From an optimization exercise on the open Yosys and OpenROAD flow, aimed at small area and a short achievable clock period; shortcuts taken in it are not production practice. Only simulation tests tie the RTL to the original design; equivalence was not proved. No activity file was given, so power comes from the tool's default toggle rates.

==> flow/design.v, too long to show whole: its modules and the start of the top module <==
// module fa: 4 lines
// module han: 4 lines
// module hap: 4 lines
// module ginv: 1 lines
// module gnand2: 1 lines
// module gnor2: 1 lines
// module gand2: 1 lines
// module gor2: 1 lines
// module gxor2: 1 lines
// module gxnor2: 1 lines
// module gaoi21: 1 lines
// module goai21: 1 lines
// module circuit: 2291 lines
module circuit (
  output [47:0] p,
  input  [17:0] a, b, d,
  input  [47:0] c,
  input  clk, rstn);
  // ...
==> flow/flow/run.sh <==
#!/bin/bash
# Standard layout, with the port buffers made of buf_2 cells instead of the default delay buffer.
set -euo pipefail
export BUFFER_PORTS_ARGS="-buffer_cell sky130_fd_sc_hd__buf_2"
bash standard.sh > standard.log 2>&1
==> flow/standard.sh <==
#!/bin/bash
# synth_recipe.tcl (not shown) runs the flow's synth.tcl, then flattens the netlist and writes it again
# the make line also repeats each setting of config.mk as NAME=value (left out here)
make -C /OpenROAD-flow-scripts/flow DESIGN_CONFIG=/design/flow/config.mk WORK_HOME=/design/flow/orfs CLKGATE_MAP_FILE= SYNTH_SCRIPT=/design/flow/synth_recipe.tcl "${@:-finish}"
==> flow/config.mk <==
export PLATFORM = sky130hd
export DESIGN_NAME = circuit
export DESIGN_NICKNAME = circuit
export VERILOG_FILES = /design/flow/design.v
export SDC_FILE = /design/flow/constraint.sdc
export NUM_CORES = 4
export LEC_CHECK = 0
export CAP_MARGIN = 20
export CORE_MARGIN = 2
export CORE_UTILIZATION = 65
export CTS_CLUSTER_DIAMETER = 80
export CTS_CLUSTER_SIZE = 25
export SETUP_SLACK_MARGIN = 4.6
export SLEW_MARGIN = 20
export SYNTH_HIERARCHICAL = 1
==> flow/constraint.sdc <==
create_clock -name core_clock -period 7.0 [get_ports {clk}]
set_input_delay 1.4000 -clock core_clock [delete_from_list [all_inputs] [get_ports {clk}]]
set_output_delay 1.4000 -clock core_clock [all_outputs]
set_load 0.01 [all_outputs]
==> run_results.csv, run 1 <==
group,metric,value,unit
floorplanning,die_h,172,um
clock_network,numCtsBuffers,19,
power,ir_drop,0.230,mV
layout,num_antenna_cells,0,
synth,muxShareOfSynthArea,0,
layout,final_common_cell,"nand2_1",
synth,synth.distinct_cells,20,
routing,drt_wl_total,39700,um
layout,multi_input_gates,1130,
layout,final_util,0.728,
power,switching_share,0.402,
timing,period_needed,2.37,ns
status,status,"timing/DRC/antenna clean",
synth,synth_edf_count,0,
routing,wl_per_cell,18.8,um
synth,synth_top_cell_area_share,0.393,
global_routing,top_usage_layer,"met2",
layout,finalInstanceArea,0.0203,mm^2
clock_network,clock-sinks,362,
clock_network,h-tree-depth,1,
synth,async_flop_share,0,
timing,finalHoldWorstSlack,0.330,ns
layout,layout.cells.non_filler,2108,
layout,drive_above_1_share,0.187,
worst_setup_path,reg2reg_slack,4.67,ns
clock_network,clock_latency,0.53,ns
routing,vias,11487,
floorplanning,fp.dieW,172,um
layout,multi_input_area,0.0106,mm^2
layout,seqCellArea,0.00743,mm^2
placed_design,hpwl,29200,um
synth,ys_warn_count,7,
routing,routed-wl-met3,4380,um
power,finalPower,9.23,mW
power,p_sw,3.72,mW
worst_setup_path,critical-path-top-delay-family,"flip-flops",
synth,synth-xor-area-share,0.0489,
layout,clock_area_frac,0.0277,
routing,wl_met1,15900,um
placed_design,dp_slack,4.19,ns
layout,largest_register_ffs,48,
routing,via_per_inst,5.45,
clock_network,cts_resized,62,
floorplanning,pin_count,152,
==> run 2: changes to the inputs <==
--- a/flow/design.v
+++ b/flow/design.v
@@ -180,11 +180,9 @@
   reg lo_r_7;
   reg lo_r_8;
   reg lo_r_9;
+  reg lo_r_10;
+  reg lo_r_11;
   reg ck_r;
-  reg g_r_10;
-  reg u_r_10;
-  reg g_r_11;
-  reg u_r_11;
   reg g_r_12;
   reg u_r_12;
   reg g_r_13;
@@ -1022,18 +1020,15 @@
   wire fc1251;
   wire n1253;
   wire n1255;
-  wire n1256;
   wire n1257;
-  wire n1258;
-  wire n1260;
-  wire n1262;
-  wire n1264;
-  wire n1266;
-  wire n1268;
-  wire n1270;
-  wire n1272;
+  wire n1259;
+  wire n1261;
+  wire n1263;
+  wire n1265;
+  wire n1267;
+  wire n1269;
+  wire n1271;
   wire n1273;
-  wire n1274;
   wire n1275;
   wire n1277;
   wire n1279;
@@ -1042,25 +1037,25 @@
   wire n1285;
   wire n1287;
   wire n1289;
-  wire n1290;
   wire n1291;
-  wire n1292;
-  wire n1294;
-  wire n1296;
-  wire n1298;
-  wire n1300;
-  wire n1302;
-  wire n1304;
-  wire n1306;
-  wire n1308;
-  wire n1310;
-  wire n1312;
-  wire n1314;
-  wire n1316;
-  wire n1318;
-  wire n1320;
-  wire n1322;
+  wire n1293;
+  wire n1295;
+  wire n1297;
+  wire n1299;
+  wire n1301;
+  wire n1303;
+  wire n1305;
+  wire n1307;
+  wire n1309;
+  wire n1311;
+  wire n1313;
+  wire n1315;
+  wire n1317;
+  wire n1319;
+  wire n1321;
+  wire n1323;
   wire n1324;
+  wire n1325;
   wire n1326;
   wire n1328;
   wire n1330;
@@ -1078,6 +1073,7 @@
   wire n1354;
   wire n1356;
   wire n1358;
+  wire n1359;
   wire n1360;
   wire n1362;
   wire n1364;
@@ -1104,34 +1100,27 @@
   wire n1406;
   wire n1408;
   wire n1410;
-  wire hg1412;
-  wire hp1413;
-  wire hg1415;
-  wire hp1416;
-  wire hg1418;
-  wire hp1419;
-  wire hg1421;
-  wire hp1422;
-  wire hg1424;
-  wire hp1425;
-  wire hg1427;
-  wire hp1428;
-  wire hg1430;
-  wire hp1431;
-  wire hg1433;
-  wire hp1434;
-  wire hg1436;
-  wire hp1437;
-  wire hg1439;
-  wire hp1440;
-  wire hg1442;
-  wire hp1443;
-  wire hg1445;
-  wire hp1446;
-  wire hg1448;
-  wire hp1449;
-  wire hg1451;
-  wire hp1452;
+  wire n1412;
+  wire n1414;
+  wire n1416;
+  wire n1418;
+  wire n1420;
+  wire n1422;
+  wire n1424;
+  wire n1426;
+  wire n1428;
+  wire n1430;
+  wire n1432;
+  wire n1434;
+  wire n1436;
+  wire n1438;
+  wire n1440;
+  wire n1442;
+  wire n1444;
+  wire n1446;
+  wire n1448;
+  wire n1450;
+  wire n1452;
   wire hg1454;
   wire hp1455;
   wire hg1457;
@@ -1158,24 +1147,30 @@
   wire hp1488;
   wire hg1490;
   wire hp1491;
-  wire n1493;
-  wire n1495;
-  wire n1497;
-  wire n1499;
-  wire n1501;
-  wire n1503;
-  wire n1505;
-  wire n1507;
-  wire n1509;
-  wire n1511;
-  wire n1513;
-  wire n1515;
-  wire n1517;
-  wire n1519;
-  wire n1521;
-  wire n1523;
-  wire n1525;
-  wire n1527;
+  wire hg1493;
+  wire hp1494;
+  wire hg1496;
+  wire hp1497;
+  wire hg1499;
+  wire hp1500;
+  wire hg1502;
+  wire hp1503;
+  wire hg1505;
+  wire hp1506;
+  wire hg1508;
+  wire hp1509;
+  wire hg1511;
+  wire hp1512;
+  wire hg1514;
+  wire hp1515;
+  wire hg1517;
+  wire hp1518;
+  wire hg1520;
+  wire hp1521;
+  wire hg1523;
+  wire hp1524;
+  wire hg1526;
+  wire hp1527;
   wire n1529;
   wire n1531;
   wire n1533;
@@ -1186,7 +1181,6 @@
   wire n1543;
   wire n1545;
   wire n1547;
-  wire n1548;
   wire n1549;
   wire n1551;
   wire n1553;
@@ -1306,28 +1300,28 @@
   wire n1781;
   wire n1783;
   wire n1785;
-  wire n1786;
-  wire n1788;
-  wire n1790;
-  wire n1792;
-  wire n1794;
-  wire n1796;
-  wire n1798;
-  wire n1800;
-  wire n1802;
-  wire n1804;
-  wire n1806;
-  wire n1808;
-  wire n1810;
-  wire n1812;
-  wire n1814;
-  wire n1816;
-  wire n1818;
-  wire n1820;
-  wire n1822;
-  wire n1824;
-  wire n1826;
-  wire n1828;
+  wire n1787;
+  wire n1789;
+  wire n1791;
+  wire n1793;
+  wire n1795;
+  wire n1797;
+  wire n1799;
+  wire n1801;
+  wire n1803;
+  wire n1805;
+  wire n1807;
+  wire n1809;
+  wire n1811;
+  wire n1813;
+  wire n1815;
+  wire n1817;
+  wire n1819;
+  wire n1821;
+  wire n1823;
+  wire n1825;
+  wire n1827;
+  wire n1829;
   genvar gi, gj;
   generate for (gi = 0; gi < 18; gi = gi + 1) begin : g_pp
     for (gj = 0; gj < 19; gj = gj + 1) begin : g_ppj
@@ -1808,288 +1802,286 @@
   fa u1249 (.x(t_r_32_2), .y(t_r_32_0), .z(t_r_32_1), .s(fs1247), .co(fc1248));
   fa u1252 (.x(t_r_33_2), .y(t_r_33_0), .z(t_r_33_1), .s(fs1250), .co(fc1251));
   gnand2 u1254 (.a(t_r_0_0), .b(t_r_0_1), .y(n1253));
-  assign n1255 = ~(t_r_1_0 & 1'b1);
-  assign n1256 = ~(t_r_2_0 & 1'b1);
-  assign n1257 = ~(t_r_3_0 & 1'b1);
-  gnand2 u1259 (.a(hs1160), .b(t_r_4_2), .y(n1258));
-  gnand2 u1261 (.a(hc1162), .b(hs1164), .y(n1260));
-  gnand2 u1263 (.a(hc1166), .b(hs1168), .y(n1262));
-  gnand2 u1265 (.a(hc1170), .b(fs1172), .y(n1264));
-  gnand2 u1267 (.a(fc1173), .b(fs1175), .y(n1266));
-  gnand2 u1269 (.a(fc1176), .b(fs1178), .y(n1268));
-  gnor2 u1271 (.a(t_r_0_0), .b(t_r_0_1), .y(n1270));
-  assign n1272 = ~(t_r_1_0 | 1'b1);
-  assign n1273 = ~(t_r_2_0 | 1'b1);
-  assign n1274 = ~(t_r_3_0 | 1'b1);
-  gnor2 u1276 (.a(hs1160), .b(t_r_4_2), .y(n1275));
-  gnor2 u1278 (.a(hc1162), .b(hs1164), .y(n1277));
-  gnor2 u1280 (.a(hc1166), .b(hs1168), .y(n1279));
-  gnor2 u1282 (.a(hc1170), .b(fs1172), .y(n1281));
-  gnor2 u1284 (.a(fc1173), .b(fs1175), .y(n1283));
-  gnor2 u1286 (.a(fc1176), .b(fs1178), .y(n1285));
-  gxor2 u1288 (.a(t_r_0_0), .b(t_r_0_1), .y(n1287));
-  assign n1289 = t_r_1_0 ^ 1'b1;
-  assign n1290 = t_r_2_0 ^ 1'b1;
-  assign n1291 = t_r_3_0 ^ 1'b1;
-  gxor2 u1293 (.a(hs1160), .b(t_r_4_2), .y(n1292));
-  gxor2 u1295 (.a(hc1162), .b(hs1164), .y(n1294));
-  gxor2 u1297 (.a(hc1166), .b(hs1168), .y(n1296));
-  gxor2 u1299 (.a(hc1170), .b(fs1172), .y(n1298));
-  gxor2 u1301 (.a(fc1173), .b(fs1175), .y(n1300));
-  gxor2 u1303 (.a(fc1176), .b(fs1178), .y(n1302));
-  gnand2 u1305 (.a(n1253), .b(n1270), .y(n1304));
-  ginv u1307 (.a(n1304), .y(n1306));
-  goai21 u1309 (.a(n1272), .b(n1306), .c(n1255), .y(n1308));
-  goai21 u1311 (.a(n1273), .b(n1255), .c(n1256), .y(n1310));
-  gnor2 u1313 (.a(n1273), .b(n1272), .y(n1312));
-  goai21 u1315 (.a(n1274), .b(n1256), .c(n1257), .y(n1314));
-  gnor2 u1317 (.a(n1274), .b(n1273), .y(n1316));
-  goai21 u1319 (.a(n1275), .b(n1257), .c(n1258), .y(n1318));
-  gnor2 u1321 (.a(n1275), .b(n1274), .y(n1320));
-  goai21 u1323 (.a(n1277), .b(n1258), .c(n1260), .y(n1322));
-  gnor2 u1325 (.a(n1277), .b(n1275), .y(n1324));
-  goai21 u1327 (.a(n1279), .b(n1260), .c(n1262), .y(n1326));
-  gnor2 u1329 (.a(n1279), .b(n1277), .y(n1328));
-  goai21 u1331 (.a(n1281), .b(n1262), .c(n1264), .y(n1330));
+  ginv u1256 (.a(t_r_1_0), .y(n1255));
+  ginv u1258 (.a(t_r_2_0), .y(n1257));
+  ginv u1260 (.a(t_r_3_0), .y(n1259));
+  gnand2 u1262 (.a(hs1160), .b(t_r_4_2), .y(n1261));
+  gnand2 u1264 (.a(hc1162), .b(hs1164), .y(n1263));
+  gnand2 u1266 (.a(hc1166), .b(hs1168), .y(n1265));
+  gnand2 u1268 (.a(hc1170), .b(fs1172), .y(n1267));
+  gnand2 u1270 (.a(fc1173), .b(fs1175), .y(n1269));
+  gnand2 u1272 (.a(fc1176), .b(fs1178), .y(n1271));
+  gnand2 u1274 (.a(fc1179), .b(fs1181), .y(n1273));
+  gnand2 u1276 (.a(fc1182), .b(fs1184), .y(n1275));
+  gnor2 u1278 (.a(t_r_0_0), .b(t_r_0_1), .y(n1277));
+  gnor2 u1280 (.a(hs1160), .b(t_r_4_2), .y(n1279));
+  gnor2 u1282 (.a(hc1162), .b(hs1164), .y(n1281));
+  gnor2 u1284 (.a(hc1166), .b(hs1168), .y(n1283));
+  gnor2 u1286 (.a(hc1170), .b(fs1172), .y(n1285));
+  gnor2 u1288 (.a(fc1173), .b(fs1175), .y(n1287));
+  gnor2 u1290 (.a(fc1176), .b(fs1178), .y(n1289));
+  gnor2 u1292 (.a(fc1179), .b(fs1181), .y(n1291));
+  gnor2 u1294 (.a(fc1182), .b(fs1184), .y(n1293));
+  gxor2 u1296 (.a(t_r_0_0), .b(t_r_0_1), .y(n1295));
+  ginv u1298 (.a(t_r_1_0), .y(n1297));
+  ginv u1300 (.a(t_r_2_0), .y(n1299));
+  ginv u1302 (.a(t_r_3_0), .y(n1301));
+  gxor2 u1304 (.a(hs1160), .b(t_r_4_2), .y(n1303));
+  gxor2 u1306 (.a(hc1162), .b(hs1164), .y(n1305));
+  gxor2 u1308 (.a(hc1166), .b(hs1168), .y(n1307));
+  gxor2 u1310 (.a(hc1170), .b(fs1172), .y(n1309));
+  gxor2 u1312 (.a(fc1173), .b(fs1175), .y(n1311));
+  gxor2 u1314 (.a(fc1176), .b(fs1178), .y(n1313));
+  gxor2 u1316 (.a(fc1179), .b(fs1181), .y(n1315));
+  gxor2 u1318 (.a(fc1182), .b(fs1184), .y(n1317));
+  gnand2 u1320 (.a(n1253), .b(n1277), .y(n1319));
+  ginv u1322 (.a(n1319), .y(n1321));
+  assign n1323 = ~((1'b0 | n1321) & n1255);
+  assign n1324 = ~((1'b0 | n1255) & n1257);
+  assign n1325 = ~((1'b0 | n1257) & n1259);
+  goai21 u1327 (.a(n1279), .b(n1259), .c(n1261), .y(n1326));
+  ginv u1329 (.a(n1279), .y(n1328));
+  goai21 u1331 (.a(n1281), .b(n1261), .c(n1263), .y(n1330));
   gnor2 u1333 (.a(n1281), .b(n1279), .y(n1332));
-  goai21 u1335 (.a(n1283), .b(n1264), .c(n1266), .y(n1334));
+  goai21 u1335 (.a(n1283), .b(n1263), .c(n1265), .y(n1334));
   gnor2 u1337 (.a(n1283), .b(n1281), .y(n1336));
-  goai21 u1339 (.a(n1285), .b(n1266), .c(n1268), .y(n1338));
+  goai21 u1339 (.a(n1285), .b(n1265), .c(n1267), .y(n1338));
   gnor2 u1341 (.a(n1285), .b(n1283), .y(n1340));
-  gaoi21 u1343 (.a(n1312), .b(n1304), .c(n1310), .y(n1342));
-  gaoi21 u1345 (.a(n1316), .b(n1308), .c(n1314), .y(n1344));
-  gaoi21 u1347 (.a(n1320), .b(n1310), .c(n1318), .y(n1346));
-  gnand2 u1349 (.a(n1320), .b(n1312), .y(n1348));
-  gaoi21 u1351 (.a(n1324), .b(n1314), .c(n1322), .y(n1350));
-  gnand2 u1353 (.a(n1324), .b(n1316), .y(n1352));
-  gaoi21 u1355 (.a(n1328), .b(n1318), .c(n1326), .y(n1354));
-  gnand2 u1357 (.a(n1328), .b(n1320), .y(n1356));
-  gaoi21 u1359 (.a(n1332), .b(n1322), .c(n1330), .y(n1358));
-  gnand2 u1361 (.a(n1332), .b(n1324), .y(n1360));
-  gaoi21 u1363 (.a(n1336), .b(n1326), .c(n1334), .y(n1362));
-  gnand2 u1365 (.a(n1336), .b(n1328), .y(n1364));
-  gaoi21 u1367 (.a(n1340), .b(n1330), .c(n1338), .y(n1366));
-  gnand2 u1369 (.a(n1340), .b(n1332), .y(n1368));
-  goai21 u1371 (.a(n1348), .b(n1306), .c(n1346), .y(n1370));
-  ginv u1373 (.a(n1308), .y(n1372));
-  goai21 u1375 (.a(n1352), .b(n1372), .c(n1350), .y(n1374));
-  goai21 u1377 (.a(n1356), .b(n1342), .c(n1354), .y(n1376));
-  goai21 u1379 (.a(n1360), .b(n1344), .c(n1358), .y(n1378));
-  goai21 u1381 (.a(n1364), .b(n1346), .c(n1362), .y(n1380));
-  gnor2 u1383 (.a(n1364), .b(n1348), .y(n1382));
-  goai21 u1385 (.a(n1368), .b(n1350), .c(n1366), .y(n1384));
-  gnor2 u1387 (.a(n1368), .b(n1352), .y(n1386));
-  gaoi21 u1389 (.a(n1382), .b(n1304), .c(n1380), .y(n1388));
-  gaoi21 u1391 (.a(n1386), .b(n1308), .c(n1384), .y(n1390));
-  gxnor2 u1393 (.a(n1289), .b(n1304), .y(n1392));
-  gxnor2 u1395 (.a(n1290), .b(n1308), .y(n1394));
-  gxor2 u1397 (.a(n1291), .b(n1342), .y(n1396));
-  gxor2 u1399 (.a(n1292), .b(n1344), .y(n1398));
-  gxnor2 u1401 (.a(n1294), .b(n1370), .y(n1400));
-  gxnor2 u1403 (.a(n1296), .b(n1374), .y(n1402));
-  gxnor2 u1405 (.a(n1298), .b(n1376), .y(n1404));
-  gxnor2 u1407 (.a(n1300), .b(n1378), .y(n1406));
-  gxor2 u1409 (.a(n1302), .b(n1388), .y(n1408));
-  ginv u1411 (.a(n1390), .y(n1410));
-  hap u1414 (.a(fc1179), .b(fs1181), .s(hp1413), .co(hg1412));
-  hap u1417 (.a(fc1182), .b(fs1184), .s(hp1416), .co(hg1415));
-  hap u1420 (.a(fc1185), .b(fs1187), .s(hp1419), .co(hg1418));
-  hap u1423 (.a(fc1188), .b(fs1190), .s(hp1422), .co(hg1421));
-  hap u1426 (.a(fc1191), .b(fs1193), .s(hp1425), .co(hg1424));
-  hap u1429 (.a(fc1194), .b(fs1196), .s(hp1428), .co(hg1427));
-  hap u1432 (.a(fc1197), .b(fs1199), .s(hp1431), .co(hg1430));
-  hap u1435 (.a(fc1200), .b(fs1202), .s(hp1434), .co(hg1433));
-  hap u1438 (.a(fc1203), .b(fs1205), .s(hp1437), .co(hg1436));
-  hap u1441 (.a(fc1206), .b(fs1208), .s(hp1440), .co(hg1439));
-  hap u1444 (.a(fc1209), .b(fs1211), .s(hp1443), .co(hg1442));
-  hap u1447 (.a(fc1212), .b(fs1214), .s(hp1446), .co(hg1445));
-  hap u1450 (.a(fc1215), .b(fs1217), .s(hp1449), .co(hg1448));
-  hap u1453 (.a(fc1218), .b(fs1220), .s(hp1452), .co(hg1451));
-  hap u1456 (.a(fc1221), .b(fs1223), .s(hp1455), .co(hg1454));
-  hap u1459 (.a(fc1224), .b(fs1226), .s(hp1458), .co(hg1457));
-  hap u1462 (.a(fc1227), .b(fs1229), .s(hp1461), .co(hg1460));
-  hap u1465 (.a(fc1230), .b(fs1232), .s(hp1464), .co(hg1463));
-  hap u1468 (.a(fc1233), .b(fs1235), .s(hp1467), .co(hg1466));
-  hap u1471 (.a(fc1236), .b(fs1238), .s(hp1470), .co(hg1469));
-  hap u1474 (.a(fc1239), .b(fs1241), .s(hp1473), .co(hg1472));
-  hap u1477 (.a(fc1242), .b(fs1244), .s(hp1476), .co(hg1475));
-  hap u1480 (.a(fc1245), .b(fs1247), .s(hp1479), .co(hg1478));
-  hap u1483 (.a(fc1248), .b(fs1250), .s(hp1482), .co(hg1481));
-  hap u1486 (.a(fc1251), .b(t_r_34_0), .s(hp1485), .co(hg1484));
-  hap u1489 (.a(t_r_35_0), .b(t_r_35_1), .s(hp1488), .co(hg1487));
-  hap u1492 (.a(t_r_36_0), .b(t_r_36_1), .s(hp1491), .co(hg1490));
-  gaoi21 u1494 (.a(u_r_10), .b(ck_r), .c(g_r_10), .y(n1493));
-  ginv u1496 (.a(n1493), .y(n1495));
-  gaoi21 u1498 (.a(u_r_11), .b(n1495), .c(g_r_11), .y(n1497));
-  gaoi21 u1500 (.a(u_r_13), .b(g_r_12), .c(g_r_13), .y(n1499));
-  gnand2 u1502 (.a(u_r_13), .b(u_r_12), .y(n1501));
-  gaoi21 u1504 (.a(u_r_15), .b(g_r_14), .c(g_r_15), .y(n1503));
-  gnand2 u1506 (.a(u_r_15), .b(u_r_14), .y(n1505));
-  gaoi21 u1508 (.a(u_r_17), .b(g_r_16), .c(g_r_17), .y(n1507));
-  gnand2 u1510 (.a(u_r_17), .b(u_r_16), .y(n1509));
-  gaoi21 u1512 (.a(u_r_19), .b(g_r_18), .c(g_r_19), .y(n1511));
-  gnand2 u1514 (.a(u_r_19), .b(u_r_18), .y(n1513));
-  gaoi21 u1516 (.a(u_r_21), .b(g_r_20), .c(g_r_21), .y(n1515));
-  gnand2 u1518 (.a(u_r_21), .b(u_r_20), .y(n1517));
-  gaoi21 u1520 (.a(u_r_23), .b(g_r_22), .c(g_r_23), .y(n1519));
-  gnand2 u1522 (.a(u_r_23), .b(u_r_22), .y(n1521));
-  gaoi21 u1524 (.a(u_r_25), .b(g_r_24), .c(g_r_25), .y(n1523));
-  gnand2 u1526 (.a(u_r_25), .b(u_r_24), .y(n1525));
-  gaoi21 u1528 (.a(u_r_27), .b(g_r_26), .c(g_r_27), .y(n1527));
-  gnand2 u1530 (.a(u_r_27), .b(u_r_26), .y(n1529));
-  gaoi21 u1532 (.a(u_r_29), .b(g_r_28), .c(g_r_29), .y(n1531));
-  gnand2 u1534 (.a(u_r_29), .b(u_r_28), .y(n1533));
-  gaoi21 u1536 (.a(u_r_31), .b(g_r_30), .c(g_r_31), .y(n1535));
-  gnand2 u1538 (.a(u_r_31), .b(u_r_30), .y(n1537));
-  gaoi21 u1540 (.a(u_r_33), .b(g_r_32), .c(g_r_33), .y(n1539));
-  gnand2 u1542 (.a(u_r_33), .b(u_r_32), .y(n1541));
-  gaoi21 u1544 (.a(u_r_35), .b(g_r_34), .c(g_r_35), .y(n1543));
-  gnand2 u1546 (.a(u_r_35), .b(u_r_34), .y(n1545));
-  assign n1547 = ~((1'b1 & g_r_36) | 1'b1);
-  assign n1548 = ~(1'b1 & u_r_36);
-  goai21 u1550 (.a(n1501), .b(n1497), .c(n1499), .y(n1549));
-  goai21 u1552 (.a(n1505), .b(n1499), .c(n1503), .y(n1551));
-  gnor2 u1554 (.a(n1505), .b(n1501), .y(n1553));
-  goai21 u1556 (.a(n1509), .b(n1503), .c(n1507), .y(n1555));
-  gnor2 u1558 (.a(n1509), .b(n1505), .y(n1557));
-  goai21 u1560 (.a(n1513), .b(n1507), .c(n1511), .y(n1559));
-  gnor2 u1562 (.a(n1513), .b(n1509), .y(n1561));
-  goai21 u1564 (.a(n1517), .b(n1511), .c(n1515), .y(n1563));
-  gnor2 u1566 (.a(n1517), .b(n1513), .y(n1565));
-  goai21 u1568 (.a(n1521), .b(n1515), .c(n1519), .y(n1567));
-  gnor2 u1570 (.a(n1521), .b(n1517), .y(n1569));
-  goai21 u1572 (.a(n1525), .b(n1519), .c(n1523), .y(n1571));
-  gnor2 u1574 (.a(n1525), .b(n1521), .y(n1573));
-  goai21 u1576 (.a(n1529), .b(n1523), .c(n1527), .y(n1575));
-  gnor2 u1578 (.a(n1529), .b(n1525), .y(n1577));
-  goai21 u1580 (.a(n1533), .b(n1527), .c(n1531), .y(n1579));
-  gnor2 u1582 (.a(n1533), .b(n1529), .y(n1581));
-  goai21 u1584 (.a(n1537), .b(n1531), .c(n1535), .y(n1583));
-  gnor2 u1586 (.a(n1537), .b(n1533), .y(n1585));
-  goai21 u1588 (.a(n1541), .b(n1535), .c(n1539), .y(n1587));
-  gnor2 u1590 (.a(n1541), .b(n1537), .y(n1589));
-  goai21 u1592 (.a(n1545), .b(n1539), .c(n1543), .y(n1591));
-  gnor2 u1594 (.a(n1545), .b(n1541), .y(n1593));
-  goai21 u1596 (.a(n1548), .b(n1543), .c(n1547), .y(n1595));
-  gnor2 u1598 (.a(n1548), .b(n1545), .y(n1597));
-  ginv u1600 (.a(n1497), .y(n1599));
-  gaoi21 u1602 (.a(n1553), .b(n1599), .c(n1551), .y(n1601));
-  gaoi21 u1604 (.a(n1557), .b(n1549), .c(n1555), .y(n1603));
-  gaoi21 u1606 (.a(n1561), .b(n1551), .c(n1559), .y(n1605));
-  gnand2 u1608 (.a(n1561), .b(n1553), .y(n1607));
-  gaoi21 u1610 (.a(n1565), .b(n1555), .c(n1563), .y(n1609));
-  gnand2 u1612 (.a(n1565), .b(n1557), .y(n1611));
-  gaoi21 u1614 (.a(n1569), .b(n1559), .c(n1567), .y(n1613));
-  gnand2 u1616 (.a(n1569), .b(n1561), .y(n1615));
-  gaoi21 u1618 (.a(n1573), .b(n1563), .c(n1571), .y(n1617));
-  gnand2 u1620 (.a(n1573), .b(n1565), .y(n1619));
-  gaoi21 u1622 (.a(n1577), .b(n1567), .c(n1575), .y(n1621));
-  gnand2 u1624 (.a(n1577), .b(n1569), .y(n1623));
-  gaoi21 u1626 (.a(n1581), .b(n1571), .c(n1579), .y(n1625));
-  gnand2 u1628 (.a(n1581), .b(n1573), .y(n1627));
-  gaoi21 u1630 (.a(n1585), .b(n1575), .c(n1583), .y(n1629));
-  gnand2 u1632 (.a(n1585), .b(n1577), .y(n1631));
-  gaoi21 u1634 (.a(n1589), .b(n1579), .c(n1587), .y(n1633));
-  gnand2 u1636 (.a(n1589), .b(n1581), .y(n1635));
-  gaoi21 u1638 (.a(n1593), .b(n1583), .c(n1591), .y(n1637));
-  gnand2 u1640 (.a(n1593), .b(n1585), .y(n1639));
-  gaoi21 u1642 (.a(n1597), .b(n1587), .c(n1595), .y(n1641));
-  gnand2 u1644 (.a(n1597), .b(n1589), .y(n1643));
-  goai21 u1646 (.a(n1607), .b(n1497), .c(n1605), .y(n1645));
-  ginv u1648 (.a(n1549), .y(n1647));
-  goai21 u1650 (.a(n1611), .b(n1647), .c(n1609), .y(n1649));
-  goai21 u1652 (.a(n1615), .b(n1601), .c(n1613), .y(n1651));
-  goai21 u1654 (.a(n1619), .b(n1603), .c(n1617), .y(n1653));
-  goai21 u1656 (.a(n1623), .b(n1605), .c(n1621), .y(n1655));
-  gnor2 u1658 (.a(n1623), .b(n1607), .y(n1657));
-  goai21 u1660 (.a(n1627), .b(n1609), .c(n1625), .y(n1659));
-  gnor2 u1662 (.a(n1627), .b(n1611), .y(n1661));
-  goai21 u1664 (.a(n1631), .b(n1613), .c(n1629), .y(n1663));
-  gnor2 u1666 (.a(n1631), .b(n1615), .y(n1665));
-  goai21 u1668 (.a(n1635), .b(n1617), .c(n1633), .y(n1667));
-  gnor2 u1670 (.a(n1635), .b(n1619), .y(n1669));
-  goai21 u1672 (.a(n1639), .b(n1621), .c(n1637), .y(n1671));
-  gnor2 u1674 (.a(n1639), .b(n1623), .y(n1673));
-  goai21 u1676 (.a(n1643), .b(n1625), .c(n1641), .y(n1675));
-  gnor2 u1678 (.a(n1643), .b(n1627), .y(n1677));
-  gaoi21 u1680 (.a(n1657), .b(n1599), .c(n1655), .y(n1679));
-  gaoi21 u1682 (.a(n1661), .b(n1549), .c(n1659), .y(n1681));
-  ginv u1684 (.a(n1601), .y(n1683));
-  gaoi21 u1686 (.a(n1665), .b(n1683), .c(n1663), .y(n1685));
-  ginv u1688 (.a(n1603), .y(n1687));
-  gaoi21 u1690 (.a(n1669), .b(n1687), .c(n1667), .y(n1689));
-  gaoi21 u1692 (.a(n1673), .b(n1645), .c(n1671), .y(n1691));
-  gaoi21 u1694 (.a(n1677), .b(n1649), .c(n1675), .y(n1693));
-  gaoi21 u1696 (.a(u_r_12), .b(n1599), .c(g_r_12), .y(n1695));
-  gaoi21 u1698 (.a(u_r_14), .b(n1549), .c(g_r_14), .y(n1697));
-  gaoi21 u1700 (.a(u_r_16), .b(n1683), .c(g_r_16), .y(n1699));
-  gaoi21 u1702 (.a(u_r_18), .b(n1687), .c(g_r_18), .y(n1701));
-  gaoi21 u1704 (.a(u_r_20), .b(n1645), .c(g_r_20), .y(n1703));
-  gaoi21 u1706 (.a(u_r_22), .b(n1649), .c(g_r_22), .y(n1705));
-  gaoi21 u1708 (.a(u_r_24), .b(n1651), .c(g_r_24), .y(n1707));
-  gaoi21 u1710 (.a(u_r_26), .b(n1653), .c(g_r_26), .y(n1709));
-  ginv u1712 (.a(n1679), .y(n1711));
-  gaoi21 u1714 (.a(u_r_28), .b(n1711), .c(g_r_28), .y(n1713));
-  ginv u1716 (.a(n1681), .y(n1715));
-  gaoi21 u1718 (.a(u_r_30), .b(n1715), .c(g_r_30), .y(n1717));
-  ginv u1720 (.a(n1685), .y(n1719));
-  gaoi21 u1722 (.a(u_r_32), .b(n1719), .c(g_r_32), .y(n1721));
-  ginv u1724 (.a(n1689), .y(n1723));
-  gaoi21 u1726 (.a(u_r_34), .b(n1723), .c(g_r_34), .y(n1725));
-  ginv u1728 (.a(n1691), .y(n1727));
-  gaoi21 u1730 (.a(u_r_36), .b(n1727), .c(g_r_36), .y(n1729));
-  gxnor2 u1732 (.a(u_r_10), .b(ck_r), .y(n1731));
-  gxor2 u1734 (.a(u_r_11), .b(n1493), .y(n1733));
-  gxor2 u1736 (.a(u_r_12), .b(n1497), .y(n1735));
-  gxor2 u1738 (.a(u_r_13), .b(n1695), .y(n1737));
-  gxnor2 u1740 (.a(u_r_14), .b(n1549), .y(n1739));
-  gxor2 u1742 (.a(u_r_15), .b(n1697), .y(n1741));
-  gxor2 u1744 (.a(u_r_16), .b(n1601), .y(n1743));
-  gxor2 u1746 (.a(u_r_17), .b(n1699), .y(n1745));
-  gxor2 u1748 (.a(u_r_18), .b(n1603), .y(n1747));
-  gxor2 u1750 (.a(u_r_19), .b(n1701), .y(n1749));
-  gxnor2 u1752 (.a(u_r_20), .b(n1645), .y(n1751));
-  gxor2 u1754 (.a(u_r_21), .b(n1703), .y(n1753));
-  gxnor2 u1756 (.a(u_r_22), .b(n1649), .y(n1755));
-  gxor2 u1758 (.a(u_r_23), .b(n1705), .y(n1757));
-  gxnor2 u1760 (.a(u_r_24), .b(n1651), .y(n1759));
-  gxor2 u1762 (.a(u_r_25), .b(n1707), .y(n1761));
-  gxnor2 u1764 (.a(u_r_26), .b(n1653), .y(n1763));
-  gxor2 u1766 (.a(u_r_27), .b(n1709), .y(n1765));
-  gxor2 u1768 (.a(u_r_28), .b(n1679), .y(n1767));
-  gxor2 u1770 (.a(u_r_29), .b(n1713), .y(n1769));
-  gxor2 u1772 (.a(u_r_30), .b(n1681), .y(n1771));
-  gxor2 u1774 (.a(u_r_31), .b(n1717), .y(n1773));
-  gxor2 u1776 (.a(u_r_32), .b(n1685), .y(n1775));
-  gxor2 u1778 (.a(u_r_33), .b(n1721), .y(n1777));
-  gxor2 u1780 (.a(u_r_34), .b(n1689), .y(n1779));
-  gxor2 u1782 (.a(u_r_35), .b(n1725), .y(n1781));
-  gxor2 u1784 (.a(u_r_36), .b(n1691), .y(n1783));
-  assign n1785 = 1'b0 ^ n1729;
-  gnand2 u1787 (.a(ch_r2[1]), .b(ch_r2[0]), .y(n1786));
-  gnand2 u1789 (.a(ch_r2[3]), .b(ch_r2[2]), .y(n1788));
-  gnand2 u1791 (.a(ch_r2[5]), .b(ch_r2[4]), .y(n1790));
-  gnand2 u1793 (.a(ch_r2[7]), .b(ch_r2[6]), .y(n1792));
-  gnand2 u1795 (.a(ch_r2[9]), .b(ch_r2[8]), .y(n1794));
-  ginv u1797 (.a(n1786), .y(n1796));
-  gnand2 u1799 (.a(ch_r2[2]), .b(n1796), .y(n1798));
-  gnor2 u1801 (.a(n1788), .b(n1786), .y(n1800));
-  ginv u1803 (.a(n1790), .y(n1802));
-  gnand2 u1805 (.a(ch_r2[6]), .b(n1802), .y(n1804));
-  gnor2 u1807 (.a(n1792), .b(n1790), .y(n1806));
-  ginv u1809 (.a(n1794), .y(n1808));
-  gnand2 u1811 (.a(ch_r2[10]), .b(n1808), .y(n1810));
-  gnand2 u1813 (.a(ch_r2[4]), .b(n1800), .y(n1812));
-  gnand2 u1815 (.a(n1802), .b(n1800), .y(n1814));
-  ginv u1817 (.a(n1804), .y(n1816));
-  gnand2 u1819 (.a(n1816), .b(n1800), .y(n1818));
-  gnand2 u1821 (.a(n1806), .b(n1800), .y(n1820));
-  ginv u1823 (.a(n1820), .y(n1822));
-  gnand2 u1825 (.a(ch_r2[8]), .b(n1822), .y(n1824));
-  gnor2 u1827 (.a(n1794), .b(n1820), .y(n1826));
-  gnor2 u1829 (.a(n1810), .b(n1820), .y(n1828));
-  assign lo = {n1785, n1783, n1781, n1779, n1777, n1775, n1773, n1771, n1769, n1767, n1765, n1763, n1761, n1759, n1757, n1755, n1753, n1751, n1749, n1747, n1745, n1743, n1741, n1739, n1737, n1735, n1733, n1731, lo_r_9, lo_r_8, lo_r_7, lo_r_6, lo_r_5, lo_r_4, lo_r_3, lo_r_2, lo_r_1, lo_r_0};
-  assign ch_inc = {(ch_r2[10] ^ (lo[37] & n1826)), (ch_r2[9] ^ (lo[37] & ~n1824)), (ch_r2[8] ^ (lo[37] & ~n1820)), (ch_r2[7] ^ (lo[37] & ~n1818)), (ch_r2[6] ^ (lo[37] & ~n1814)), (ch_r2[5] ^ (lo[37] & ~n1812)), (ch_r2[4] ^ (lo[37] & n1800)), (ch_r2[3] ^ (lo[37] & ~n1798)), (ch_r2[2] ^ (lo[37] & ~n1786)), (ch_r2[1] ^ (lo[37] & ch_r2[0])), (ch_r2[0] ^ lo[37])};
+  goai21 u1343 (.a(n1287), .b(n1267), .c(n1269), .y(n1342));
+  gnor2 u1345 (.a(n1287), .b(n1285), .y(n1344));
+  goai21 u1347 (.a(n1289), .b(n1269), .c(n1271), .y(n1346));
+  gnor2 u1349 (.a(n1289), .b(n1287), .y(n1348));
+  goai21 u1351 (.a(n1291), .b(n1271), .c(n1273), .y(n1350));
+  gnor2 u1353 (.a(n1291), .b(n1289), .y(n1352));
+  goai21 u1355 (.a(n1293), .b(n1273), .c(n1275), .y(n1354));
+  gnor2 u1357 (.a(n1293), .b(n1291), .y(n1356));
+  assign n1358 = ~((1'b1 & n1319) | n1324);
+  assign n1359 = ~((1'b1 & n1323) | n1325);
+  gaoi21 u1361 (.a(n1328), .b(n1324), .c(n1326), .y(n1360));
+  ginv u1363 (.a(n1328), .y(n1362));
+  gaoi21 u1365 (.a(n1332), .b(n1325), .c(n1330), .y(n1364));
+  ginv u1367 (.a(n1332), .y(n1366));
+  gaoi21 u1369 (.a(n1336), .b(n1326), .c(n1334), .y(n1368));
+  gnand2 u1371 (.a(n1336), .b(n1328), .y(n1370));
+  gaoi21 u1373 (.a(n1340), .b(n1330), .c(n1338), .y(n1372));
+  gnand2 u1375 (.a(n1340), .b(n1332), .y(n1374));
+  gaoi21 u1377 (.a(n1344), .b(n1334), .c(n1342), .y(n1376));
+  gnand2 u1379 (.a(n1344), .b(n1336), .y(n1378));
+  gaoi21 u1381 (.a(n1348), .b(n1338), .c(n1346), .y(n1380));
+  gnand2 u1383 (.a(n1348), .b(n1340), .y(n1382));
+  gaoi21 u1385 (.a(n1352), .b(n1342), .c(n1350), .y(n1384));
+  gnand2 u1387 (.a(n1352), .b(n1344), .y(n1386));
+  gaoi21 u1389 (.a(n1356), .b(n1346), .c(n1354), .y(n1388));
+  gnand2 u1391 (.a(n1356), .b(n1348), .y(n1390));
+  goai21 u1393 (.a(n1362), .b(n1321), .c(n1360), .y(n1392));
+  ginv u1395 (.a(n1323), .y(n1394));
+  goai21 u1397 (.a(n1366), .b(n1394), .c(n1364), .y(n1396));
+  goai21 u1399 (.a(n1370), .b(n1358), .c(n1368), .y(n1398));
+  goai21 u1401 (.a(n1374), .b(n1359), .c(n1372), .y(n1400));
+  goai21 u1403 (.a(n1378), .b(n1360), .c(n1376), .y(n1402));
+  gnor2 u1405 (.a(n1378), .b(n1362), .y(n1404));
+  goai21 u1407 (.a(n1382), .b(n1364), .c(n1380), .y(n1406));
+  gnor2 u1409 (.a(n1382), .b(n1366), .y(n1408));
+  goai21 u1411 (.a(n1386), .b(n1368), .c(n1384), .y(n1410));
+  gnor2 u1413 (.a(n1386), .b(n1370), .y(n1412));
+  goai21 u1415 (.a(n1390), .b(n1372), .c(n1388), .y(n1414));
+  gnor2 u1417 (.a(n1390), .b(n1374), .y(n1416));
+  gaoi21 u1419 (.a(n1404), .b(n1319), .c(n1402), .y(n1418));
+  gaoi21 u1421 (.a(n1408), .b(n1323), .c(n1406), .y(n1420));
+  ginv u1423 (.a(n1358), .y(n1422));
+  gaoi21 u1425 (.a(n1412), .b(n1422), .c(n1410), .y(n1424));
+  ginv u1427 (.a(n1359), .y(n1426));
+  gaoi21 u1429 (.a(n1416), .b(n1426), .c(n1414), .y(n1428));
+  gxnor2 u1431 (.a(n1297), .b(n1319), .y(n1430));
+  gxnor2 u1433 (.a(n1299), .b(n1323), .y(n1432));
+  gxor2 u1435 (.a(n1301), .b(n1358), .y(n1434));
+  gxor2 u1437 (.a(n1303), .b(n1359), .y(n1436));
+  gxnor2 u1439 (.a(n1305), .b(n1392), .y(n1438));
+  gxnor2 u1441 (.a(n1307), .b(n1396), .y(n1440));
+  gxnor2 u1443 (.a(n1309), .b(n1398), .y(n1442));
+  gxnor2 u1445 (.a(n1311), .b(n1400), .y(n1444));
+  gxor2 u1447 (.a(n1313), .b(n1418), .y(n1446));
+  gxor2 u1449 (.a(n1315), .b(n1420), .y(n1448));
+  gxor2 u1451 (.a(n1317), .b(n1424), .y(n1450));
+  ginv u1453 (.a(n1428), .y(n1452));
+  hap u1456 (.a(fc1185), .b(fs1187), .s(hp1455), .co(hg1454));
+  hap u1459 (.a(fc1188), .b(fs1190), .s(hp1458), .co(hg1457));
+  hap u1462 (.a(fc1191), .b(fs1193), .s(hp1461), .co(hg1460));
+  hap u1465 (.a(fc1194), .b(fs1196), .s(hp1464), .co(hg1463));
+  hap u1468 (.a(fc1197), .b(fs1199), .s(hp1467), .co(hg1466));
+  hap u1471 (.a(fc1200), .b(fs1202), .s(hp1470), .co(hg1469));
+  hap u1474 (.a(fc1203), .b(fs1205), .s(hp1473), .co(hg1472));
+  hap u1477 (.a(fc1206), .b(fs1208), .s(hp1476), .co(hg1475));
+  hap u1480 (.a(fc1209), .b(fs1211), .s(hp1479), .co(hg1478));
+  hap u1483 (.a(fc1212), .b(fs1214), .s(hp1482), .co(hg1481));
+  hap u1486 (.a(fc1215), .b(fs1217), .s(hp1485), .co(hg1484));
+  hap u1489 (.a(fc1218), .b(fs1220), .s(hp1488), .co(hg1487));
+  hap u1492 (.a(fc1221), .b(fs1223), .s(hp1491), .co(hg1490));
+  hap u1495 (.a(fc1224), .b(fs1226), .s(hp1494), .co(hg1493));
+  hap u1498 (.a(fc1227), .b(fs1229), .s(hp1497), .co(hg1496));
+  hap u1501 (.a(fc1230), .b(fs1232), .s(hp1500), .co(hg1499));
+  hap u1504 (.a(fc1233), .b(fs1235), .s(hp1503), .co(hg1502));
+  hap u1507 (.a(fc1236), .b(fs1238), .s(hp1506), .co(hg1505));
+  hap u1510 (.a(fc1239), .b(fs1241), .s(hp1509), .co(hg1508));
+  hap u1513 (.a(fc1242), .b(fs1244), .s(hp1512), .co(hg1511));
+  hap u1516 (.a(fc1245), .b(fs1247), .s(hp1515), .co(hg1514));
+  hap u1519 (.a(fc1248), .b(fs1250), .s(hp1518), .co(hg1517));
+  hap u1522 (.a(fc1251), .b(t_r_34_0), .s(hp1521), .co(hg1520));
+  hap u1525 (.a(t_r_35_0), .b(t_r_35_1), .s(hp1524), .co(hg1523));
+  hap u1528 (.a(t_r_36_0), .b(t_r_36_1), .s(hp1527), .co(hg1526));
+  gaoi21 u1530 (.a(u_r_12), .b(ck_r), .c(g_r_12), .y(n1529));
+  ginv u1532 (.a(n1529), .y(n1531));
+  gaoi21 u1534 (.a(u_r_13), .b(n1531), .c(g_r_13), .y(n1533));
+  gaoi21 u1536 (.a(u_r_15), .b(g_r_14), .c(g_r_15), .y(n1535));
+  gnand2 u1538 (.a(u_r_15), .b(u_r_14), .y(n1537));
+  gaoi21 u1540 (.a(u_r_17), .b(g_r_16), .c(g_r_17), .y(n1539));
+  gnand2 u1542 (.a(u_r_17), .b(u_r_16), .y(n1541));
+  gaoi21 u1544 (.a(u_r_19), .b(g_r_18), .c(g_r_19), .y(n1543));
+  gnand2 u1546 (.a(u_r_19), .b(u_r_18), .y(n1545));
+  gaoi21 u1548 (.a(u_r_21), .b(g_r_20), .c(g_r_21), .y(n1547));
+  gnand2 u1550 (.a(u_r_21), .b(u_r_20), .y(n1549));
+  gaoi21 u1552 (.a(u_r_23), .b(g_r_22), .c(g_r_23), .y(n1551));
+  gnand2 u1554 (.a(u_r_23), .b(u_r_22), .y(n1553));
+  gaoi21 u1556 (.a(u_r_25), .b(g_r_24), .c(g_r_25), .y(n1555));
+  gnand2 u1558 (.a(u_r_25), .b(u_r_24), .y(n1557));
+  gaoi21 u1560 (.a(u_r_27), .b(g_r_26), .c(g_r_27), .y(n1559));
+  gnand2 u1562 (.a(u_r_27), .b(u_r_26), .y(n1561));
+  gaoi21 u1564 (.a(u_r_29), .b(g_r_28), .c(g_r_29), .y(n1563));
+  gnand2 u1566 (.a(u_r_29), .b(u_r_28), .y(n1565));
+  gaoi21 u1568 (.a(u_r_31), .b(g_r_30), .c(g_r_31), .y(n1567));
+  gnand2 u1570 (.a(u_r_31), .b(u_r_30), .y(n1569));
+  gaoi21 u1572 (.a(u_r_33), .b(g_r_32), .c(g_r_33), .y(n1571));
+  gnand2 u1574 (.a(u_r_33), .b(u_r_32), .y(n1573));
+  gaoi21 u1576 (.a(u_r_35), .b(g_r_34), .c(g_r_35), .y(n1575));
+  gnand2 u1578 (.a(u_r_35), .b(u_r_34), .y(n1577));
+  ginv u1580 (.a(u_r_36), .y(n1579));
+  goai21 u1582 (.a(n1537), .b(n1533), .c(n1535), .y(n1581));
+  goai21 u1584 (.a(n1541), .b(n1535), .c(n1539), .y(n1583));
+  gnor2 u1586 (.a(n1541), .b(n1537), .y(n1585));
+  goai21 u1588 (.a(n1545), .b(n1539), .c(n1543), .y(n1587));
+  gnor2 u1590 (.a(n1545), .b(n1541), .y(n1589));
+  goai21 u1592 (.a(n1549), .b(n1543), .c(n1547), .y(n1591));
+  gnor2 u1594 (.a(n1549), .b(n1545), .y(n1593));
+  goai21 u1596 (.a(n1553), .b(n1547), .c(n1551), .y(n1595));
+  gnor2 u1598 (.a(n1553), .b(n1549), .y(n1597));
+  goai21 u1600 (.a(n1557), .b(n1551), .c(n1555), .y(n1599));
+  gnor2 u1602 (.a(n1557), .b(n1553), .y(n1601));
+  goai21 u1604 (.a(n1561), .b(n1555), .c(n1559), .y(n1603));
+  gnor2 u1606 (.a(n1561), .b(n1557), .y(n1605));
+  goai21 u1608 (.a(n1565), .b(n1559), .c(n1563), .y(n1607));
+  gnor2 u1610 (.a(n1565), .b(n1561), .y(n1609));
+  goai21 u1612 (.a(n1569), .b(n1563), .c(n1567), .y(n1611));
+  gnor2 u1614 (.a(n1569), .b(n1565), .y(n1613));
+  goai21 u1616 (.a(n1573), .b(n1567), .c(n1571), .y(n1615));
+  gnor2 u1618 (.a(n1573), .b(n1569), .y(n1617));
+  goai21 u1620 (.a(n1577), .b(n1571), .c(n1575), .y(n1619));
+  gnor2 u1622 (.a(n1577), .b(n1573), .y(n1621));
+  gnor2 u1624 (.a(n1579), .b(n1577), .y(n1623));
+  ginv u1626 (.a(n1533), .y(n1625));
+  gaoi21 u1628 (.a(n1585), .b(n1625), .c(n1583), .y(n1627));
+  gaoi21 u1630 (.a(n1589), .b(n1581), .c(n1587), .y(n1629));
+  gaoi21 u1632 (.a(n1593), .b(n1583), .c(n1591), .y(n1631));
+  gnand2 u1634 (.a(n1593), .b(n1585), .y(n1633));
+  gaoi21 u1636 (.a(n1597), .b(n1587), .c(n1595), .y(n1635));
+  gnand2 u1638 (.a(n1597), .b(n1589), .y(n1637));
+  gaoi21 u1640 (.a(n1601), .b(n1591), .c(n1599), .y(n1639));
+  gnand2 u1642 (.a(n1601), .b(n1593), .y(n1641));
+  gaoi21 u1644 (.a(n1605), .b(n1595), .c(n1603), .y(n1643));
+  gnand2 u1646 (.a(n1605), .b(n1597), .y(n1645));
+  gaoi21 u1648 (.a(n1609), .b(n1599), .c(n1607), .y(n1647));
+  gnand2 u1650 (.a(n1609), .b(n1601), .y(n1649));
+  gaoi21 u1652 (.a(n1613), .b(n1603), .c(n1611), .y(n1651));
+  gnand2 u1654 (.a(n1613), .b(n1605), .y(n1653));
+  gaoi21 u1656 (.a(n1617), .b(n1607), .c(n1615), .y(n1655));
+  gnand2 u1658 (.a(n1617), .b(n1609), .y(n1657));
+  gaoi21 u1660 (.a(n1621), .b(n1611), .c(n1619), .y(n1659));
+  gnand2 u1662 (.a(n1621), .b(n1613), .y(n1661));
+  gnand2 u1664 (.a(n1623), .b(n1617), .y(n1663));
+  goai21 u1666 (.a(n1633), .b(n1533), .c(n1631), .y(n1665));
+  ginv u1668 (.a(n1581), .y(n1667));
+  goai21 u1670 (.a(n1637), .b(n1667), .c(n1635), .y(n1669));
+  goai21 u1672 (.a(n1641), .b(n1627), .c(n1639), .y(n1671));
+  goai21 u1674 (.a(n1645), .b(n1629), .c(n1643), .y(n1673));
+  goai21 u1676 (.a(n1649), .b(n1631), .c(n1647), .y(n1675));
+  gnor2 u1678 (.a(n1649), .b(n1633), .y(n1677));
+  goai21 u1680 (.a(n1653), .b(n1635), .c(n1651), .y(n1679));
+  gnor2 u1682 (.a(n1653), .b(n1637), .y(n1681));
+  goai21 u1684 (.a(n1657), .b(n1639), .c(n1655), .y(n1683));
+  gnor2 u1686 (.a(n1657), .b(n1641), .y(n1685));
+  goai21 u1688 (.a(n1661), .b(n1643), .c(n1659), .y(n1687));
+  gnor2 u1690 (.a(n1661), .b(n1645), .y(n1689));
+  gnor2 u1692 (.a(n1663), .b(n1649), .y(n1691));
+  gaoi21 u1694 (.a(n1677), .b(n1625), .c(n1675), .y(n1693));
+  gaoi21 u1696 (.a(n1681), .b(n1581), .c(n1679), .y(n1695));
+  ginv u1698 (.a(n1627), .y(n1697));
+  gaoi21 u1700 (.a(n1685), .b(n1697), .c(n1683), .y(n1699));
+  ginv u1702 (.a(n1629), .y(n1701));
+  gaoi21 u1704 (.a(n1689), .b(n1701), .c(n1687), .y(n1703));
+  gaoi21 u1706 (.a(u_r_14), .b(n1625), .c(g_r_14), .y(n1705));
+  gaoi21 u1708 (.a(u_r_16), .b(n1581), .c(g_r_16), .y(n1707));
+  gaoi21 u1710 (.a(u_r_18), .b(n1697), .c(g_r_18), .y(n1709));
+  gaoi21 u1712 (.a(u_r_20), .b(n1701), .c(g_r_20), .y(n1711));
+  gaoi21 u1714 (.a(u_r_22), .b(n1665), .c(g_r_22), .y(n1713));
+  gaoi21 u1716 (.a(u_r_24), .b(n1669), .c(g_r_24), .y(n1715));
+  gaoi21 u1718 (.a(u_r_26), .b(n1671), .c(g_r_26), .y(n1717));
+  gaoi21 u1720 (.a(u_r_28), .b(n1673), .c(g_r_28), .y(n1719));
+  ginv u1722 (.a(n1693), .y(n1721));
+  gaoi21 u1724 (.a(u_r_30), .b(n1721), .c(g_r_30), .y(n1723));
+  ginv u1726 (.a(n1695), .y(n1725));
+  gaoi21 u1728 (.a(u_r_32), .b(n1725), .c(g_r_32), .y(n1727));
+  ginv u1730 (.a(n1699), .y(n1729));
+  gaoi21 u1732 (.a(u_r_34), .b(n1729), .c(g_r_34), .y(n1731));
+  ginv u1734 (.a(n1703), .y(n1733));
+  gaoi21 u1736 (.a(u_r_36), .b(n1733), .c(g_r_36), .y(n1735));
+  gxnor2 u1738 (.a(u_r_12), .b(ck_r), .y(n1737));
+  gxor2 u1740 (.a(u_r_13), .b(n1529), .y(n1739));
+  gxor2 u1742 (.a(u_r_14), .b(n1533), .y(n1741));
+  gxor2 u1744 (.a(u_r_15), .b(n1705), .y(n1743));
+  gxnor2 u1746 (.a(u_r_16), .b(n1581), .y(n1745));
+  gxor2 u1748 (.a(u_r_17), .b(n1707), .y(n1747));
+  gxor2 u1750 (.a(u_r_18), .b(n1627), .y(n1749));
+  gxor2 u1752 (.a(u_r_19), .b(n1709), .y(n1751));
+  gxor2 u1754 (.a(u_r_20), .b(n1629), .y(n1753));
+  gxor2 u1756 (.a(u_r_21), .b(n1711), .y(n1755));
+  gxnor2 u1758 (.a(u_r_22), .b(n1665), .y(n1757));
+  gxor2 u1760 (.a(u_r_23), .b(n1713), .y(n1759));
+  gxnor2 u1762 (.a(u_r_24), .b(n1669), .y(n1761));
+  gxor2 u1764 (.a(u_r_25), .b(n1715), .y(n1763));
+  gxnor2 u1766 (.a(u_r_26), .b(n1671), .y(n1765));
+  gxor2 u1768 (.a(u_r_27), .b(n1717), .y(n1767));
+  gxnor2 u1770 (.a(u_r_28), .b(n1673), .y(n1769));
+  gxor2 u1772 (.a(u_r_29), .b(n1719), .y(n1771));
+  gxor2 u1774 (.a(u_r_30), .b(n1693), .y(n1773));
+  gxor2 u1776 (.a(u_r_31), .b(n1723), .y(n1775));
+  gxor2 u1778 (.a(u_r_32), .b(n1695), .y(n1777));
+  gxor2 u1780 (.a(u_r_33), .b(n1727), .y(n1779));
+  gxor2 u1782 (.a(u_r_34), .b(n1699), .y(n1781));
+  gxor2 u1784 (.a(u_r_35), .b(n1731), .y(n1783));
+  gxor2 u1786 (.a(u_r_36), .b(n1703), .y(n1785));
+  gnand2 u1788 (.a(ch_r2[1]), .b(ch_r2[0]), .y(n1787));
+  gnand2 u1790 (.a(ch_r2[3]), .b(ch_r2[2]), .y(n1789));
+  gnand2 u1792 (.a(ch_r2[5]), .b(ch_r2[4]), .y(n1791));
+  gnand2 u1794 (.a(ch_r2[7]), .b(ch_r2[6]), .y(n1793));
+  gnand2 u1796 (.a(ch_r2[9]), .b(ch_r2[8]), .y(n1795));
+  ginv u1798 (.a(n1787), .y(n1797));
+  gnand2 u1800 (.a(ch_r2[2]), .b(n1797), .y(n1799));
+  gnor2 u1802 (.a(n1789), .b(n1787), .y(n1801));
+  ginv u1804 (.a(n1791), .y(n1803));
+  gnand2 u1806 (.a(ch_r2[6]), .b(n1803), .y(n1805));
+  gnor2 u1808 (.a(n1793), .b(n1791), .y(n1807));
+  ginv u1810 (.a(n1795), .y(n1809));
+  gnand2 u1812 (.a(ch_r2[10]), .b(n1809), .y(n1811));
+  gnand2 u1814 (.a(ch_r2[4]), .b(n1801), .y(n1813));
+  gnand2 u1816 (.a(n1803), .b(n1801), .y(n1815));
+  ginv u1818 (.a(n1805), .y(n1817));
+  gnand2 u1820 (.a(n1817), .b(n1801), .y(n1819));
+  gnand2 u1822 (.a(n1807), .b(n1801), .y(n1821));
+  ginv u1824 (.a(n1821), .y(n1823));
+  gnand2 u1826 (.a(ch_r2[8]), .b(n1823), .y(n1825));
+  gnor2 u1828 (.a(n1795), .b(n1821), .y(n1827));
+  gnor2 u1830 (.a(n1811), .b(n1821), .y(n1829));
+  assign lo = {n1735, n1785, n1783, n1781, n1779, n1777, n1775, n1773, n1771, n1769, n1767, n1765, n1763, n1761, n1759, n1757, n1755, n1753, n1751, n1749, n1747, n1745, n1743, n1741, n1739, n1737, lo_r_11, lo_r_10, lo_r_9, lo_r_8, lo_r_7, lo_r_6, lo_r_5, lo_r_4, lo_r_3, lo_r_2, lo_r_1, lo_r_0};
+  assign ch_inc = {(ch_r2[10] ^ (lo[37] & n1827)), (ch_r2[9] ^ (lo[37] & ~n1825)), (ch_r2[8] ^ (lo[37] & ~n1821)), (ch_r2[7] ^ (lo[37] & ~n1819)), (ch_r2[6] ^ (lo[37] & ~n1815)), (ch_r2[5] ^ (lo[37] & ~n1813)), (ch_r2[4] ^ (lo[37] & n1801)), (ch_r2[3] ^ (lo[37] & ~n1799)), (ch_r2[2] ^ (lo[37] & ~n1787)), (ch_r2[1] ^ (lo[37] & ch_r2[0])), (ch_r2[0] ^ lo[37])};
   assign p_nx = {ch_inc, lo[36:0]};
   always @(posedge clk) begin
     s_r <= s_in;
@@ -2238,71 +2230,69 @@
     t_r_35_1 <= fc992;
     t_r_36_0 <= cn_r[36];
     t_r_36_1 <= fc995;
-    lo_r_0 <= n1287;
-    lo_r_1 <= n1392;
-    lo_r_2 <= n1394;
-    lo_r_3 <= n1396;
-    lo_r_4 <= n1398;
-    lo_r_5 <= n1400;
-    lo_r_6 <= n1402;
-    lo_r_7 <= n1404;
-    lo_r_8 <= n1406;
-    lo_r_9 <= n1408;
-    ck_r <= n1410;
-    g_r_10 <= hg1412;
-    u_r_10 <= hp1413;
-    g_r_11 <= hg1415;
-    u_r_11 <= hp1416;
-    g_r_12 <= hg1418;
-    u_r_12 <= hp1419;
-    g_r_13 <= hg1421;
-    u_r_13 <= hp1422;
-    g_r_14 <= hg1424;
-    u_r_14 <= hp1425;
-    g_r_15 <= hg1427;
-    u_r_15 <= hp1428;
-    g_r_16 <= hg1430;
-    u_r_16 <= hp1431;
-    g_r_17 <= hg1433;
-    u_r_17 <= hp1434;
-    g_r_18 <= hg1436;
-    u_r_18 <= hp1437;
-    g_r_19 <= hg1439;
-    u_r_19 <= hp1440;
-    g_r_20 <= hg1442;
-    u_r_20 <= hp1443;
-    g_r_21 <= hg1445;
-    u_r_21 <= hp1446;
-    g_r_22 <= hg1448;
-    u_r_22 <= hp1449;
-    g_r_23 <= hg1451;
-    u_r_23 <= hp1452;
-    g_r_24 <= hg1454;
-    u_r_24 <= hp1455;
-    g_r_25 <= hg1457;
-    u_r_25 <= hp1458;
-    g_r_26 <= hg1460;
-    u_r_26 <= hp1461;
-    g_r_27 <= hg1463;
-    u_r_27 <= hp1464;
-    g_r_28 <= hg1466;
-    u_r_28 <= hp1467;
-    g_r_29 <= hg1469;
-    u_r_29 <= hp1470;
-    g_r_30 <= hg1472;
-    u_r_30 <= hp1473;
-    g_r_31 <= hg1475;
-    u_r_31 <= hp1476;
-    g_r_32 <= hg1478;
-    u_r_32 <= hp1479;
-    g_r_33 <= hg1481;
-    u_r_33 <= hp1482;
-    g_r_34 <= hg1484;
-    u_r_34 <= hp1485;
-    g_r_35 <= hg1487;
-    u_r_35 <= hp1488;
-    g_r_36 <= hg1490;
-    u_r_36 <= hp1491;
+    lo_r_0 <= n1295;
+    lo_r_1 <= n1430;
+    lo_r_2 <= n1432;
+    lo_r_3 <= n1434;
+    lo_r_4 <= n1436;
+    lo_r_5 <= n1438;
+    lo_r_6 <= n1440;
+    lo_r_7 <= n1442;
+    lo_r_8 <= n1444;
+    lo_r_9 <= n1446;
+    lo_r_10 <= n1448;
+    lo_r_11 <= n1450;
+    ck_r <= n1452;
+    g_r_12 <= hg1454;
+    u_r_12 <= hp1455;
+    g_r_13 <= hg1457;
+    u_r_13 <= hp1458;
+    g_r_14 <= hg1460;
+    u_r_14 <= hp1461;
+    g_r_15 <= hg1463;
+    u_r_15 <= hp1464;
+    g_r_16 <= hg1466;
+    u_r_16 <= hp1467;
+    g_r_17 <= hg1469;
+    u_r_17 <= hp1470;
+    g_r_18 <= hg1472;
+    u_r_18 <= hp1473;
+    g_r_19 <= hg1475;
+    u_r_19 <= hp1476;
+    g_r_20 <= hg1478;
+    u_r_20 <= hp1479;
+    g_r_21 <= hg1481;
+    u_r_21 <= hp1482;
+    g_r_22 <= hg1484;
+    u_r_22 <= hp1485;
+    g_r_23 <= hg1487;
+    u_r_23 <= hp1488;
+    g_r_24 <= hg1490;
+    u_r_24 <= hp1491;
+    g_r_25 <= hg1493;
+    u_r_25 <= hp1494;
+    g_r_26 <= hg1496;
+    u_r_26 <= hp1497;
+    g_r_27 <= hg1499;
+    u_r_27 <= hp1500;
+    g_r_28 <= hg1502;
+    u_r_28 <= hp1503;
+    g_r_29 <= hg1505;
+    u_r_29 <= hp1506;
+    g_r_30 <= hg1508;
+    u_r_30 <= hp1509;
+    g_r_31 <= hg1511;
+    u_r_31 <= hp1512;
+    g_r_32 <= hg1514;
+    u_r_32 <= hp1515;
+    g_r_33 <= hg1517;
+    u_r_33 <= hp1518;
+    g_r_34 <= hg1520;
+    u_r_34 <= hp1521;
+    g_r_35 <= hg1523;
+    u_r_35 <= hp1524;
+    g_r_36 <= hg1526;
+    u_r_36 <= hp1527;
     ch_r1 <= ch_r;
     ch_r2 <= ch_r1;
     if (rstn && v2) p_r <= p_nx;
--- a/flow/config.mk
+++ b/flow/config.mk
@@ -8,8 +8,8 @@
 export CAP_MARGIN = 20
 export CORE_MARGIN = 2
 export CORE_UTILIZATION = 65
-export CTS_CLUSTER_DIAMETER = 80
-export CTS_CLUSTER_SIZE = 25
+export CTS_CLUSTER_DIAMETER = 50
+export CTS_CLUSTER_SIZE = 20
 export SETUP_SLACK_MARGIN = 4.6
 export SLEW_MARGIN = 20
 export SYNTH_HIERARCHICAL = 1
==> run 2 against run 1 <==
  * Routed wire length grew 2.0%
  * Largest power group unchanged
  * First-iteration DRC count increased by 17%
  * Non-clock buffer count up 2
  * Sequential share of layout area decreased by 1.3 points
  * Clock power grew 69%
  * Critical path type unchanged
  * Via count increased by 0.81%
  * Still clean
  * Sequential power shrank 1%
  * Die area down 0.13%
  * Power grew 12%
==> run_results.csv, run 2 <==
group,metric,value,unit
clock_network,clockBufferDepth,3,
timing,clock.fmax,421,MHz
synth,synth_top_cell_area_share,0.391,
placed_design,portBuffers,151,
synth,ys_seq_area_frac,0.391,
worst_setup_path,r2r-end,"t_r_13_3",
status,status,"timing/DRC/antenna clean",
worst_setup_path,critPathMaxStageDelay,0.33,ns
layout,finalInstanceArea,0.0208,mm^2
synth,async_flop_share,0,
clock_network,clock_latency,0.53,ns
worst_setup_path,worst-setup-path-type,"reg -> out",
synth,synthesis.area,0.0184,mm^2
placed_design,placed_area,0.0193,mm^2
layout,drive_above_1_share,0.193,
floorplanning,die_h,172,um
global_routing,grtUsageTotal,0.287,
floorplanning,fp-row-count,61,
layout,num_antenna_cells,0,
placed_design,dp_slack,4.19,ns
global_routing,grt_first_pass_wirelength,64200,um
timing,worst-slew-pin-transition,0.594,ns
floorplanning,pin_count,152,
placed_design,hpwl,28900,um
routing,drc_errors,0,
layout,largestRegisters,"p_r (48), cn_r (37), s_r (19)",
clock_network,clock-root-buffer,"clkbuf_16",
worst_setup_path,cp_cell_sequence,"buf_2",
timing,fin_crit_sh,0.339,
layout,final_cell_mix,"nand2_1 (419), dfxtp_1 (316), fa_1 (307)",
clock_network,clock-sinks,360,
timing,setup_tns,0,ns
timing,worst_slack,4.63,ns
floorplanning,fp.dieW,172,um
worst_setup_path,r2r-start,"s_r[8]",
clock_network,numCtsBuffers,37,
routing,initialDrtViolationCount,826,
synth,synth.distinct_cells,19,
layout,area_delta_synth_final,13.0,%
worst_setup_path,cp_max_fo,1,
timing,rsz0062_at_grt,"no",
floorplanning,start_util,0.661,
timing,maxSlewHeadroom,0.604,
routing,antenna_left,0,
floorplanning,core,0.0279,mm^2
timing,period_needed,2.37,ns
clock_network,postCtsHoldBufs,0,
worst_setup_path,cp.buffers_inverters,1,
layout,nets,2185,
synth,synth_edf_count,0,
synth,syn_area_per_cell,11.3,um^2
worst_setup_path,critical-path-top-delay-family,"flip-flops",
clock_network,tritoncts,"done",
power,p_per_area,499,mW/mm^2
worst_setup_path,reg2reg_slack,4.69,ns
power,ir_drop,0.277,mV
worst_setup_path,required,5.60,ns
routing,wl_per_cell,18.8,um
worst_setup_path,rr_worst_depth,4,
clock_network,h-tree-depth,2,
routing,drt_wl_total,40500,um
timing,setup_violations,0,
layout,final_common_cell,"nand2_1",
power,finalPower,10.4,mW
routing,vias,11580,
synth,ys_warn_count,7,
layout,largest_register_ffs,48,
synth,synth_area_leaders,"dfxtp_1 (39%), fa_1 (33%), nand2_1 (8.6%)",
synth,yosysMostFrequentCell,"nand2_1",
routing,drt-pass1-iter-count,5,
routing,via_per_inst,5.38,
## run 2: worst min path at each step
stage / start / end / slack, ns / cells after the start
after floorplan: ch_r[0] / ch_r1[0] / 0.31 / 0
after global placement: ch_r1[7] / ch_r2[7] / 0.31 / 0
after detailed placement: cn_r[36] / t_r_36_0 / 0.31 / 0
after CTS: ch_r1[1] / ch_r2[1] / 0.33 / 0
after global routing: ch_r1[1] / ch_r2[1] / 0.33 / 0
final: ch_r1[1] / ch_r2[1] / 0.32 / 0
## run 2: logic make-up after synthesis
kind of cell	count (synthesis)	share of synthesized area
adder cells (fa/ha/maj)	334	0.352
XOR/XNOR	105	0.0499
flip-flops	360	0.391
AND/OR/NAND/NOR	562	0.124
AO/OA/AOI/OAI	124	0.0467
buffers and inverters	150	0.0363
## run 2: what timing repair did
action / 4_1_cts / 5_1_grt
pin swaps: 3 / 4
gates cloned: 1 / 0
buffers inserted: 1 / 1
setup endpoints to repair: 118 / 60
gates resized for setup: 58 / 35
## run 2: modules after synthesis, one instance, submodules excluded
module   flip-flops and latches  times used  cell area [um^2]  cells
circuit                     360           1              9520    897
fa                            0         308              20.0      1
gxor2                         0          62              8.76      1
gaoi21                        0          64              8.76      1
ginv                          0          31              3.75      1
gxnor2                        0          33              8.76      1
gnand2                        0          73              3.75      1
gor2                          0          15              6.26      1
gnor2                         0          67              3.75      1
hap                           0          25              12.5      1
goai21                        0          60              5.00      1
## run 2: cell type report
class	count	area [um^2]
fillers	1866	7040
clock buffers	41	1000
multi-input cells	1126	10600
repair buffers	154	810
well taps	378	473
clock inverters	26	295
flip-flops and latches	360	7350
inverters	68	255
## run 2: where the power goes
| group | internal [mW] | switching [mW] | total [mW] |
|---|---|---|---|
| combinational | 2.21 | 2.68 | 4.90 |
| sequential | 2.84 | 0.605 | 3.44 |
| clock | 1.16 | 0.882 | 2.04 |
| total | 6.21 | 4.17 | 10.4 |
## run 2: per-layer routing
layer  track usage  share of wire  up-vias
met5             0              0        -
met4         0.117          0.043        0
met3        0.0529          0.089      141
met2         0.463           0.46      601
met1         0.388           0.41     5596
li1              -              -     5242
## run 2: through the flow
stage | util | cells | hold WS, ns
floorplan | - | 1635 | 0.310
finish | 0.747 | 2153 | 0.320
CTS | 0.743 | 2152 | 0.328
detailed placement | 0.692 | 2083 | 0.312
global route | 0.747 | 2153 | 0.331
global placement | 0.692 | 2083 | 0.311

==> afterwards: timing with drivers on the ports <==
How much do the figures lean on ideal ports? The routed layouts below were timed once more, with nothing changed but the port constraints.
Step 1 sets driving cells, clkbuf_16 on the clock port and buf_2 on the other inputs (assumed; they add their load-dependent delay and slew).
Step 2 times the ports against the registers' clock, not the clock port: input delays grow and output delays shrink by t, the midpoint of the rising clock arrivals with the driver on.
Slacks: no drivers / after step 1 / after step 2; pairs: no drivers / after step 1.
run	t (ns)	slack for setup (ns)	latest minus earliest clock arrival (ns)
run 1	0.572	4.629 / 4.575 / 4.258	0.021 / 0.021
run 2	0.569	4.625 / 4.574 / 4.227	0.016 / 0.016
After both steps setup and hold are still met in every run listed. For run 2, which loses most, drivers alone change the setup slack by -0.051 ns; drivers and shift together by -0.398 ns.
